What follows belongs to an exercise in optimizing a design on an open flow for small area and a short achievable clock period; a production flow would make more cautious choices. Where RTL was checked, it was by simulation tests only, not by an equivalence proof against the original. No activity file was given, so power comes from the tool's default toggle rates.

==> inputs of wip/tundra <==
## systolic_array_is
module systolic_array_is
#(
  parameter INPUT_WIDTH = 16,
  parameter WEIGHT_WIDTH = 16,
  parameter PSUM_WIDTH = 16,
  parameter ARRAY_HEIGHT = 4,
  parameter ARRAY_WIDTH = 4
)(
  input clk,
  input rst_n,
  input process_en,
  input input_en,
  input [INPUT_WIDTH * ARRAY_HEIGHT - 1 : 0] packed_input_in,
  input [WEIGHT_WIDTH * ARRAY_WIDTH - 1 : 0] packed_weight_in,
  output [PSUM_WIDTH * ARRAY_HEIGHT - 1 : 0] packed_psum_out
);
==> module mul_normalizer, before the edit <==
module mul_normalizer (
  input         zero,    
  input         sign,    
  input  [4:0]  e0,      
  input  [11:0] ph,      
  output [15:0] c
);
  wire [4:0] e = ph[11] ? e0 + 5'd1 : e0;
  wire [9:0] m = ph[11] ? ph[10:1] : ph[9:0];
  assign c = zero ? 16'b0 : {sign, e, m};
endmodule
==> module mul_operands, before the edit <==
module mul_operands (
  input  [15:0] a,
  input  [15:0] b,
  output        zero,
  output        sign,
  output [4:0]  e0
);
  assign zero = ~(|a) | ~(|b);
  assign sign = a[15] ^ b[15];
  assign e0   = a[14:10] + b[14:10] + 5'd17;
endmodule
==> module fp_mul, before the edit <==
module fp_mul (
    input  [15:0] a,
    input  [15:0] b,
    output [15:0] c
    );
    wire [11:0] ph;
    wire        zero, sign;
    wire [4:0]  e0;
    mant_mul        u1 (.a(a[9:0]), .b(b[9:0]), .ph(ph));
    mul_operands    u2 (.a(a), .b(b), .zero(zero), .sign(sign), .e0(e0));
    mul_normalizer  u3 (.zero(zero), .sign(sign), .e0(e0), .ph(ph), .c(c));
endmodule
==> module systolic_array_is, before the edit <==
module systolic_array_is
#(
  parameter INPUT_WIDTH = 16,
  parameter WEIGHT_WIDTH = 16,
  parameter PSUM_WIDTH = 16,
  parameter ARRAY_HEIGHT = 4,
  parameter ARRAY_WIDTH = 4
)(
  input clk,
  input rst_n,
  input process_en,
  input input_en,
  input [INPUT_WIDTH * ARRAY_HEIGHT - 1 : 0] packed_input_in,
  input [WEIGHT_WIDTH * ARRAY_WIDTH - 1 : 0] packed_weight_in,
  output [PSUM_WIDTH * ARRAY_HEIGHT - 1 : 0] packed_psum_out
);
  genvar x, y, k;
  wire [15:0] wsk_q [0:3][0:3];
  wire [15:0] wsk_m [0:3][0:3];    
  generate
    for (y = 1; y < 4; y = y + 1) begin : wcol
      for (k = 0; k < y; k = k + 1) begin : wst
        reg [15:0] r;
        wire [15:0] src;
        if (k == 0) begin : first
          assign src = packed_weight_in[16*y +: 16];
        end else begin : next
          assign src = wsk_q[y][k-1];
        end
        assign wsk_m[y][k] = process_en ? src : r;
        always @(posedge clk) r <= rst_n ? wsk_m[y][k] : 16'd0;
        assign wsk_q[y][k] = r;
      end
    end
  endgenerate
  wire [15:0] in_q   [0:3][0:3];    
  wire [15:0] in_m   [0:3][0:3];    
  wire [15:0] w_in   [0:3][0:3];    
  wire [15:0] w_m    [0:3][0:3];    
  wire [15:0] wr_q   [0:3][0:3];    
  wire [15:0] wr_m   [0:3][0:3];
  wire [15:0] psum   [0:3][0:3];    
  generate
    for (x = 0; x < 4; x = x + 1) begin : row
      for (y = 0; y < 4; y = y + 1) begin : col
        reg [15:0] input_reg;
        wire [15:0] in_src;
        if (y == 0) begin : inport
          assign in_src = packed_input_in[16*x +: 16];
        end else begin : inleft
          assign in_src = in_q[x][y-1];
        end
        assign in_m[x][y] = input_en ? in_src : input_reg;
        always @(posedge clk) input_reg <= rst_n ? in_m[x][y] : 16'd0;
        assign in_q[x][y] = input_reg;
        if (x == 0) begin : wtop
          if (y == 0) begin : w00
            assign w_in[x][y]   = packed_weight_in[15:0];
            assign w_m[x][y]    = 16'd0;   
          end else begin : wsk
            assign w_in[x][y]   = wsk_q[y][y-1];
            assign w_m[x][y]    = wsk_m[y][y-1];
          end
        end else begin : wbelow
          assign w_in[x][y]   = wr_q[x-1][y];
          assign w_m[x][y]    = wr_m[x-1][y];
        end
        if (x < 3) begin : wreg
          reg [15:0] weight_reg;
          assign wr_m[x][y] = process_en ? w_in[x][y] : weight_reg;
          always @(posedge clk) weight_reg <= rst_n ? wr_m[x][y] : 16'd0;
          assign wr_q[x][y] = weight_reg;
        end
        if (x == 0 && y == 0) begin : pe00
          reg  [15:0] m00;
          wire [15:0] prod;
          fp_mul mul (.a(input_reg), .b(w_in[x][y]), .c(prod));
          always @(posedge clk)
            if (!rst_n) m00 <= 16'h8000;
            else if (process_en) m00 <= prod;
          add_zero add (.m(m00), .f(psum[x][y]));
        end else begin : pe
          reg  [11:0] ph;
          wire [11:0] ph_d;
          wire [15:0] prod;
          wire [15:0] sum;
          reg  [15:0] psum_reg;
          mant_mul mm (.a(in_m[x][y][9:0]), .b(w_m[x][y][9:0]), .ph(ph_d));
          always @(posedge clk) ph <= ph_d;
          wire        zero, sign;
          wire [4:0]  e0;
          mul_operands   mo (.a(input_reg), .b(w_in[x][y]), .zero(zero), .sign(sign), .e0(e0));
          mul_normalizer mn (.zero(zero), .sign(sign), .e0(e0), .ph(ph), .c(prod));
          if (y == 0) begin : c0
            add_zero add (.m(prod), .f(sum));
          end else begin : cl
            fp_add add (.a(prod), .b(psum[x][y-1]), .c(sum));
          end
          always @(posedge clk)
            if (!rst_n) psum_reg <= 16'd0;
            else if (process_en) psum_reg <= sum;
          assign psum[x][y] = psum_reg;
        end
      end
    end
  endgenerate
  generate
    for (x = 0; x < 4; x = x + 1) begin : dsk
      wire [15:0] st [0:3];
      assign st[0] = psum[x][3];
      for (k = 0; k < 3 - x; k = k + 1) begin : dst
        reg [15:0] r;
        always @(posedge clk)
          if (!rst_n) r <= 16'd0;
          else if (process_en) r <= st[k];
        assign st[k+1] = r;
      end
      assign packed_psum_out[16*x +: 16] = st[3-x];
    end
  endgenerate
endmodule
==> module add_zero, before the edit <==
module add_zero (
  input  [15:0] m,
  output [15:0] f
);
  wire        sg = m[15];
  wire [4:0]  e  = m[14:10];
  wire [10:0] M  = {1'b1, m[9:0]};
  wire        nz = |m[14:0];
  reg [10:0] lowmask;
  always @(*) begin
    case (e)
      5'd0:  lowmask = 11'h3ff;
      5'd1:  lowmask = 11'h1ff;
      5'd2:  lowmask = 11'h0ff;
      5'd3:  lowmask = 11'h07f;
      5'd4:  lowmask = 11'h03f;
      5'd5:  lowmask = 11'h01f;
      5'd6:  lowmask = 11'h00f;
      5'd7:  lowmask = 11'h007;
      5'd8:  lowmask = 11'h003;
      5'd9:  lowmask = 11'h001;
      default: lowmask = 11'h000;
    endcase
  end
  wire        in_range = (e <= 5'd10);
  wire [11:0] inc  = {1'b0, M | lowmask} + 12'd1;
  wire [11:0] s    = {inc[11], (inc[10:0] & ~lowmask) | (M & lowmask)};
  wire [10:0] dec  = (M & ~lowmask) - 11'd1;
  wire [10:0] d    = (dec & ~lowmask) | (M & lowmask);
  wire [15:0] r_add = s[11] ? {sg, e + 5'd1, s[10:1]} : {sg, e, s[9:0]};
  wire [2:0]  lz = d[10] ? 3'd0 : d[9] ? 3'd1 : d[8] ? 3'd2 : d[7] ? 3'd3 :
                   d[6] ? 3'd4 : d[5] ? 3'd5 : d[4] ? 3'd6 : 3'd0;
  wire [9:0]  m_sub = d[9:0] << lz;
  wire [15:0] r_sub = {sg, e - {2'b0, lz}, m_sub};
  assign f = !nz     ? (sg ? 16'h0000 : 16'h0400) :
             !in_range ? m :
             sg      ? r_sub : r_add;
endmodule
==> module fp_add, before the edit <==
module fp_add (
    input  [15:0] a,
    input  [15:0] b,
    output [15:0] c
    );
    wire [4:0]  ea = a[14:10], eb = b[14:10];
    wire [9:0]  ma = a[9:0],   mb = b[9:0];
    wire        sub  = a[15] ^ b[15];
    wire [5:0]  dab  = {1'b0, ea} - {1'b0, eb};    
    wire [4:0]  dba  = eb - ea;
    wire        e_eq = (ea == eb);
    wire        m_gt = ma > mb;
    wire        gt   = (~dab[5] & ~e_eq) | (e_eq & m_gt);
    wire [4:0]  sh    = gt ? dab[4:0] : dba;
    wire [9:0]  big_m = gt ? ma : mb;
    wire [9:0]  sml_m = gt ? mb : ma;
    wire [4:0]  big_e = gt ? ea : eb;
    wire        sign  = gt ? a[15] : b[15];
    wire [10:0] al = sh[4] ? 11'd0 : ({1'b1, sml_m} >> sh[3:0]);
    wire [11:0] s  = {1'b0, 1'b1, big_m} + {1'b0, al ^ {11{sub}}} + {11'd0, sub};
    wire [2:0]  lz = s[10] ? 3'd0 : s[9] ? 3'd1 : s[8] ? 3'd2 : s[7] ? 3'd3 :
                     s[6] ? 3'd4 : s[5] ? 3'd5 : s[4] ? 3'd6 : 3'd0;
    wire [9:0]  m_sub = s[9:0] << lz;
    wire [4:0]  e_sub = big_e - {2'b0, lz};
    wire [4:0]  e_add = big_e + {4'd0, s[11]};
    wire [9:0]  m_add = s[11] ? s[10:1] : s[9:0];
    assign c = sub ? {sign, e_sub, m_sub} : {sign, e_add, m_add};
endmodule
Settings: LEC_CHECK=0, CAP_MARGIN=20, CORE_MARGIN=2, CORE_UTILIZATION=40, SLEW_MARGIN=20; clock period 26.0 ns.
standard.sh (not shown) runs the stock make flow with config.mk's settings and CLKGATE_MAP_FILE= SYNTH_SCRIPT=/design/flow/synth_recipe.tcl, a recipe that flattens the netlist after the stock synthesis.
==> flow/flow/run.sh <==
#!/bin/bash
# Own flow: the standard layout (standard.sh: ORFS, standard synthesis),
# with repair_timing aiming for extra setup slack so that the critical paths
# get sized and buffered even though the 26 ns clock has slack to spare.
# The SDC (clock period, input/output delays, load) is the standard flow's, unchanged.
set -euo pipefail
MARGIN=${MARGIN:-16}
bash standard.sh SETUP_SLACK_MARGIN=$MARGIN finish > standard.log 2>&1
==> inputs of wip/juniper, as changes to wip/tundra <==
--- a/flow/design.v
+++ b/flow/design.v
@@ -419,26 +419,16 @@
   assign ph = tp ^ tcar;
 endmodule
 module mul_normalizer (
-  input         zero,    
-  input         sign,    
-  input  [4:0]  e0,      
-  input  [11:0] ph,      
-  output [15:0] c
-);
-  wire [4:0] e = ph[11] ? e0 + 5'd1 : e0;
-  wire [9:0] m = ph[11] ? ph[10:1] : ph[9:0];
-  assign c = zero ? 16'b0 : {sign, e, m};
-endmodule
-module mul_operands (
   input  [15:0] a,
   input  [15:0] b,
-  output        zero,
-  output        sign,
-  output [4:0]  e0
+  input  [11:0] ph,
+  output [15:0] c
 );
-  assign zero = ~(|a) | ~(|b);
-  assign sign = a[15] ^ b[15];
-  assign e0   = a[14:10] + b[14:10] + 5'd17;
+  wire       zero = ~(|a) | ~(|b);
+  wire [4:0] e0   = a[14:10] + b[14:10] + 5'd17;
+  wire [4:0] e    = ph[11] ? e0 + 5'd1 : e0;
+  wire [9:0] m    = ph[11] ? ph[10:1] : ph[9:0];
+  assign c = zero ? 16'b0 : {a[15] ^ b[15], e, m};
 endmodule
 module fp_mul (
     input  [15:0] a,
@@ -446,11 +436,8 @@
     output [15:0] c
     );
     wire [11:0] ph;
-    wire        zero, sign;
-    wire [4:0]  e0;
     mant_mul        u1 (.a(a[9:0]), .b(b[9:0]), .ph(ph));
-    mul_operands    u2 (.a(a), .b(b), .zero(zero), .sign(sign), .e0(e0));
-    mul_normalizer  u3 (.zero(zero), .sign(sign), .e0(e0), .ph(ph), .c(c));
+    mul_normalizer  u2 (.a(a), .b(b), .ph(ph), .c(c));
 endmodule
 module systolic_array_is
 #(
@@ -526,13 +513,15 @@
           assign wr_q[x][y] = weight_reg;
         end
         if (x == 0 && y == 0) begin : pe00
-          reg  [15:0] m00;
           wire [15:0] prod;
+          wire [15:0] sum;
+          reg  [15:0] psum_reg;
           fp_mul mul (.a(input_reg), .b(w_in[x][y]), .c(prod));
+          add_zero add (.m(prod), .f(sum));
           always @(posedge clk)
-            if (!rst_n) m00 <= 16'h8000;
-            else if (process_en) m00 <= prod;
-          add_zero add (.m(m00), .f(psum[x][y]));
+            if (!rst_n) psum_reg <= 16'd0;
+            else if (process_en) psum_reg <= sum;
+          assign psum[x][y] = psum_reg;
         end else begin : pe
           reg  [11:0] ph;
           wire [11:0] ph_d;
@@ -541,10 +530,7 @@
           reg  [15:0] psum_reg;
           mant_mul mm (.a(in_m[x][y][9:0]), .b(w_m[x][y][9:0]), .ph(ph_d));
           always @(posedge clk) ph <= ph_d;
-          wire        zero, sign;
-          wire [4:0]  e0;
-          mul_operands   mo (.a(input_reg), .b(w_in[x][y]), .zero(zero), .sign(sign), .e0(e0));
-          mul_normalizer mn (.zero(zero), .sign(sign), .e0(e0), .ph(ph), .c(prod));
+          mul_normalizer mn (.a(input_reg), .b(w_in[x][y]), .ph(ph), .c(prod));
           if (y == 0) begin : c0
             add_zero add (.m(prod), .f(sum));
           end else begin : cl
--- a/flow/flow/run.sh
+++ b/flow/flow/run.sh
@@ -4,5 +4,5 @@
 # get sized and buffered even though the 26 ns clock has slack to spare.
 # The SDC (clock period, input/output delays, load) is the standard flow's, unchanged.
 set -euo pipefail
-MARGIN=${MARGIN:-16}
+MARGIN=${MARGIN:-13}
 bash standard.sh SETUP_SLACK_MARGIN=$MARGIN finish > standard.log 2>&1
==> inputs of wip/zinc, as changes to wip/tundra <==
--- a/flow/design.v
+++ b/flow/design.v
@@ -2,59 +2,98 @@
   input  [15:0] m,
   output [15:0] f
 );
-  wire        sg = m[15];
-  wire [4:0]  e  = m[14:10];
+  wire        nz, sg;
+  wire [4:0]  e;
+  wire [11:0] r;
+  wire [9:0]  lowmask;
+  zero_mask  u0 (.e(m[14:10]), .lowmask(lowmask));
+  zero_front u1 (.m(m), .lowmask(lowmask), .nz(nz), .sg(sg), .e(e), .r(r));
+  zero_back  u2 (.nz(nz), .sg(sg), .e(e), .r(r), .f(f));
+endmodule
+module zero_front (
+  input  [15:0] m,
+  input  [9:0]  lowmask,   
+  output        nz,        
+  output        sg,        
+  output [4:0]  e,
+  output [11:0] r          
+);
+  assign sg = m[15];
+  assign e  = m[14:10];
+  assign nz = |m[14:0];
   wire [10:0] M  = {1'b1, m[9:0]};
-  wire        nz = |m[14:0];
-  reg [10:0] lowmask;
-  always @(*) begin
-    case (e)
-      5'd0:  lowmask = 11'h3ff;
-      5'd1:  lowmask = 11'h1ff;
-      5'd2:  lowmask = 11'h0ff;
-      5'd3:  lowmask = 11'h07f;
-      5'd4:  lowmask = 11'h03f;
-      5'd5:  lowmask = 11'h01f;
-      5'd6:  lowmask = 11'h00f;
-      5'd7:  lowmask = 11'h007;
-      5'd8:  lowmask = 11'h003;
-      5'd9:  lowmask = 11'h001;
-      default: lowmask = 11'h000;
-    endcase
-  end
+  wire [10:0] lm = {1'b0, lowmask};
   wire        in_range = (e <= 5'd10);
-  wire [11:0] inc  = {1'b0, M | lowmask} + 12'd1;
-  wire [11:0] s    = {inc[11], (inc[10:0] & ~lowmask) | (M & lowmask)};
-  wire [10:0] dec  = (M & ~lowmask) - 11'd1;
-  wire [10:0] d    = (dec & ~lowmask) | (M & lowmask);
-  wire [15:0] r_add = s[11] ? {sg, e + 5'd1, s[10:1]} : {sg, e, s[9:0]};
-  wire [2:0]  lz = d[10] ? 3'd0 : d[9] ? 3'd1 : d[8] ? 3'd2 : d[7] ? 3'd3 :
-                   d[6] ? 3'd4 : d[5] ? 3'd5 : d[4] ? 3'd6 : 3'd0;
-  wire [9:0]  m_sub = d[9:0] << lz;
+  wire [11:0] inc = {1'b0, M | lm} + 12'd1;
+  wire [11:0] s   = {inc[11], (inc[10:0] & ~lm) | (M & lm)};
+  wire [10:0] dec = (M & ~lm) - 11'd1;
+  wire [10:0] d   = (dec & ~lm) | (M & lm);
+  assign r = !in_range ? {1'b0, M} : sg ? {1'b0, d} : s;
+endmodule
+module zero_mask (
+  input  [4:0] e,
+  output [9:0] lowmask
+);
+  assign lowmask = 10'h3ff >> e;
+endmodule
+module zero_back (
+  input         nz,
+  input         sg,
+  input  [4:0]  e,
+  input  [11:0] r,
+  output [15:0] f
+);
+  wire [15:0] r_add = r[11] ? {sg, e + 5'd1, r[10:1]} : {sg, e, r[9:0]};
+  wire [2:0]  lz = r[10] ? 3'd0 : r[9] ? 3'd1 : r[8] ? 3'd2 : r[7] ? 3'd3 :
+                   r[6] ? 3'd4 : r[5] ? 3'd5 : r[4] ? 3'd6 : 3'd0;
+  wire [9:0]  m_sub = r[9:0] << lz;
   wire [15:0] r_sub = {sg, e - {2'b0, lz}, m_sub};
-  assign f = !nz     ? (sg ? 16'h0000 : 16'h0400) :
-             !in_range ? m :
-             sg      ? r_sub : r_add;
+  assign f = !nz ? (sg ? 16'h0000 : 16'h0400) : sg ? r_sub : r_add;
 endmodule
 module fp_add (
     input  [15:0] a,
     input  [15:0] b,
     output [15:0] c
     );
+    wire        sub, sign;
+    wire [4:0]  big_e;
+    wire [9:0]  big_m;
+    wire [10:0] al;
+    fp_align u1 (.a(a), .b(b), .sub(sub), .sign(sign), .big_e(big_e), .big_m(big_m), .al(al));
+    fp_sum   u2 (.sub(sub), .sign(sign), .big_e(big_e), .big_m(big_m), .al(al), .c(c));
+endmodule
+module fp_align (
+    input  [15:0] a,
+    input  [15:0] b,
+    output        sub,
+    output        sign,
+    output [4:0]  big_e,
+    output [9:0]  big_m,
+    output [10:0] al
+    );
     wire [4:0]  ea = a[14:10], eb = b[14:10];
     wire [9:0]  ma = a[9:0],   mb = b[9:0];
-    wire        sub  = a[15] ^ b[15];
     wire [5:0]  dab  = {1'b0, ea} - {1'b0, eb};    
     wire [4:0]  dba  = eb - ea;
     wire        e_eq = (ea == eb);
     wire        m_gt = ma > mb;
     wire        gt   = (~dab[5] & ~e_eq) | (e_eq & m_gt);
     wire [4:0]  sh    = gt ? dab[4:0] : dba;
-    wire [9:0]  big_m = gt ? ma : mb;
     wire [9:0]  sml_m = gt ? mb : ma;
-    wire [4:0]  big_e = gt ? ea : eb;
-    wire        sign  = gt ? a[15] : b[15];
-    wire [10:0] al = sh[4] ? 11'd0 : ({1'b1, sml_m} >> sh[3:0]);
+    assign sub   = a[15] ^ b[15];
+    assign sign  = gt ? a[15] : b[15];
+    assign big_m = gt ? ma : mb;
+    assign big_e = gt ? ea : eb;
+    assign al    = sh[4] ? 11'd0 : ({1'b1, sml_m} >> sh[3:0]);
+endmodule
+module fp_sum (
+    input         sub,
+    input         sign,
+    input  [4:0]  big_e,
+    input  [9:0]  big_m,
+    input  [10:0] al,
+    output [15:0] c
+    );
     wire [11:0] s  = {1'b0, 1'b1, big_m} + {1'b0, al ^ {11{sub}}} + {11'd0, sub};
     wire [2:0]  lz = s[10] ? 3'd0 : s[9] ? 3'd1 : s[8] ? 3'd2 : s[7] ? 3'd3 :
                      s[6] ? 3'd4 : s[5] ? 3'd5 : s[4] ? 3'd6 : 3'd0;
@@ -527,12 +566,22 @@
         end
         if (x == 0 && y == 0) begin : pe00
           reg  [15:0] m00;
+          reg  [9:0]  lm00;
           wire [15:0] prod;
-          fp_mul mul (.a(input_reg), .b(w_in[x][y]), .c(prod));
+          wire [9:0]  lm_d;
+          fp_mul    mul (.a(input_reg), .b(w_in[x][y]), .c(prod));
+          zero_mask zm  (.e(prod[14:10]), .lowmask(lm_d));
           always @(posedge clk)
-            if (!rst_n) m00 <= 16'h8000;
-            else if (process_en) m00 <= prod;
-          add_zero add (.m(m00), .f(psum[x][y]));
+            if (!rst_n) begin
+              m00 <= 16'h8000; lm00 <= 10'h3ff;
+            end else if (process_en) begin
+              m00 <= prod; lm00 <= lm_d;
+            end
+          wire        znz, zsg;
+          wire [4:0]  ze;
+          wire [11:0] zr;
+          zero_front zf (.m(m00), .lowmask(lm00), .nz(znz), .sg(zsg), .e(ze), .r(zr));
+          zero_back  zb (.nz(znz), .sg(zsg), .e(ze), .r(zr), .f(psum[x][y]));
         end else begin : pe
           reg  [11:0] ph;
           wire [11:0] ph_d;
@@ -546,9 +595,20 @@
           mul_operands   mo (.a(input_reg), .b(w_in[x][y]), .zero(zero), .sign(sign), .e0(e0));
           mul_normalizer mn (.zero(zero), .sign(sign), .e0(e0), .ph(ph), .c(prod));
           if (y == 0) begin : c0
-            add_zero add (.m(prod), .f(sum));
+            wire        znz, zsg;
+            wire [4:0]  ze;
+            wire [11:0] zr;
+            wire [9:0]  lm;
+            zero_mask  zm (.e(prod[14:10]), .lowmask(lm));
+            zero_front zf (.m(prod), .lowmask(lm), .nz(znz), .sg(zsg), .e(ze), .r(zr));
+            zero_back  zb (.nz(znz), .sg(zsg), .e(ze), .r(zr), .f(sum));
           end else begin : cl
-            fp_add add (.a(prod), .b(psum[x][y-1]), .c(sum));
+            wire        sub, sign;
+            wire [4:0]  big_e;
+            wire [9:0]  big_m;
+            wire [10:0] al;
+            fp_align fa (.a(prod), .b(psum[x][y-1]), .sub(sub), .sign(sign), .big_e(big_e), .big_m(big_m), .al(al));
+            fp_sum   fs (.sub(sub), .sign(sign), .big_e(big_e), .big_m(big_m), .al(al), .c(sum));
           end
           always @(posedge clk)
             if (!rst_n) psum_reg <= 16'd0;
CORE_UTILIZATION = 55   (was 40)
PLACE_DENSITY = 0.65   (was unset)
SYNTH_HIERARCHICAL = 1   (was unset)
SYNTH_MINIMUM_KEEP_SIZE = 650   (was unset)
==> summary of the runs <==
wip/tundra passed the timing, design-rule and antenna checks. wip/zinc produced a clean layout. wip/juniper produced a clean layout. Of wip/tundra and wip/juniper, wip/tundra has the higher flip-flop and latch count (gap 10). Combinational power: wip/juniper < wip/zinc < wip/tundra. Between wip/tundra and wip/juniper, the lower clock skew is in wip/juniper (gap 8.9 ps). Critical path depth: wip/juniper > wip/tundra > wip/zinc. Setup slack: wip/juniper < wip/tundra < wip/zinc.
For wip/tundra and wip/juniper, only the layout was checked, not whether the RTL still works.

[port drivers added, routing unchanged]
No port has a modelled driver above. Below, the same layouts with a new extraction and two added sets of constraints.
Step 1, drivers: a clkbuf_16 drives clk and a buf_2 each remaining input, both assumed.
Step 2, shift: input delay + t, output delay - t, t = (earliest + latest rising clock arrival at the registers) / 2. This alone moves slack from input paths to output paths.
Three values: ideal ports, drivers, drivers and shift; two values: the first two.
run | shift t [ns] | setup slack, ns | worst hold slack (ns)
wip/tundra | 0.914 | 15.239 / 15.116 / 14.201 | 0.479 / 0.479 / 0.479
wip/juniper | 0.938 | 12.909 / 12.965 / 12.027 | 0.479 / 0.479 / 0.479
wip/zinc | 0.897 | 15.741 / 15.398 / 14.500 | 0.471 / 0.471 / 0.471
After both steps setup and hold are still met in every run listed. The setup slack of wip/zinc, which loses most, moves by -0.343 ns with the drivers and by -1.241 ns with both steps.
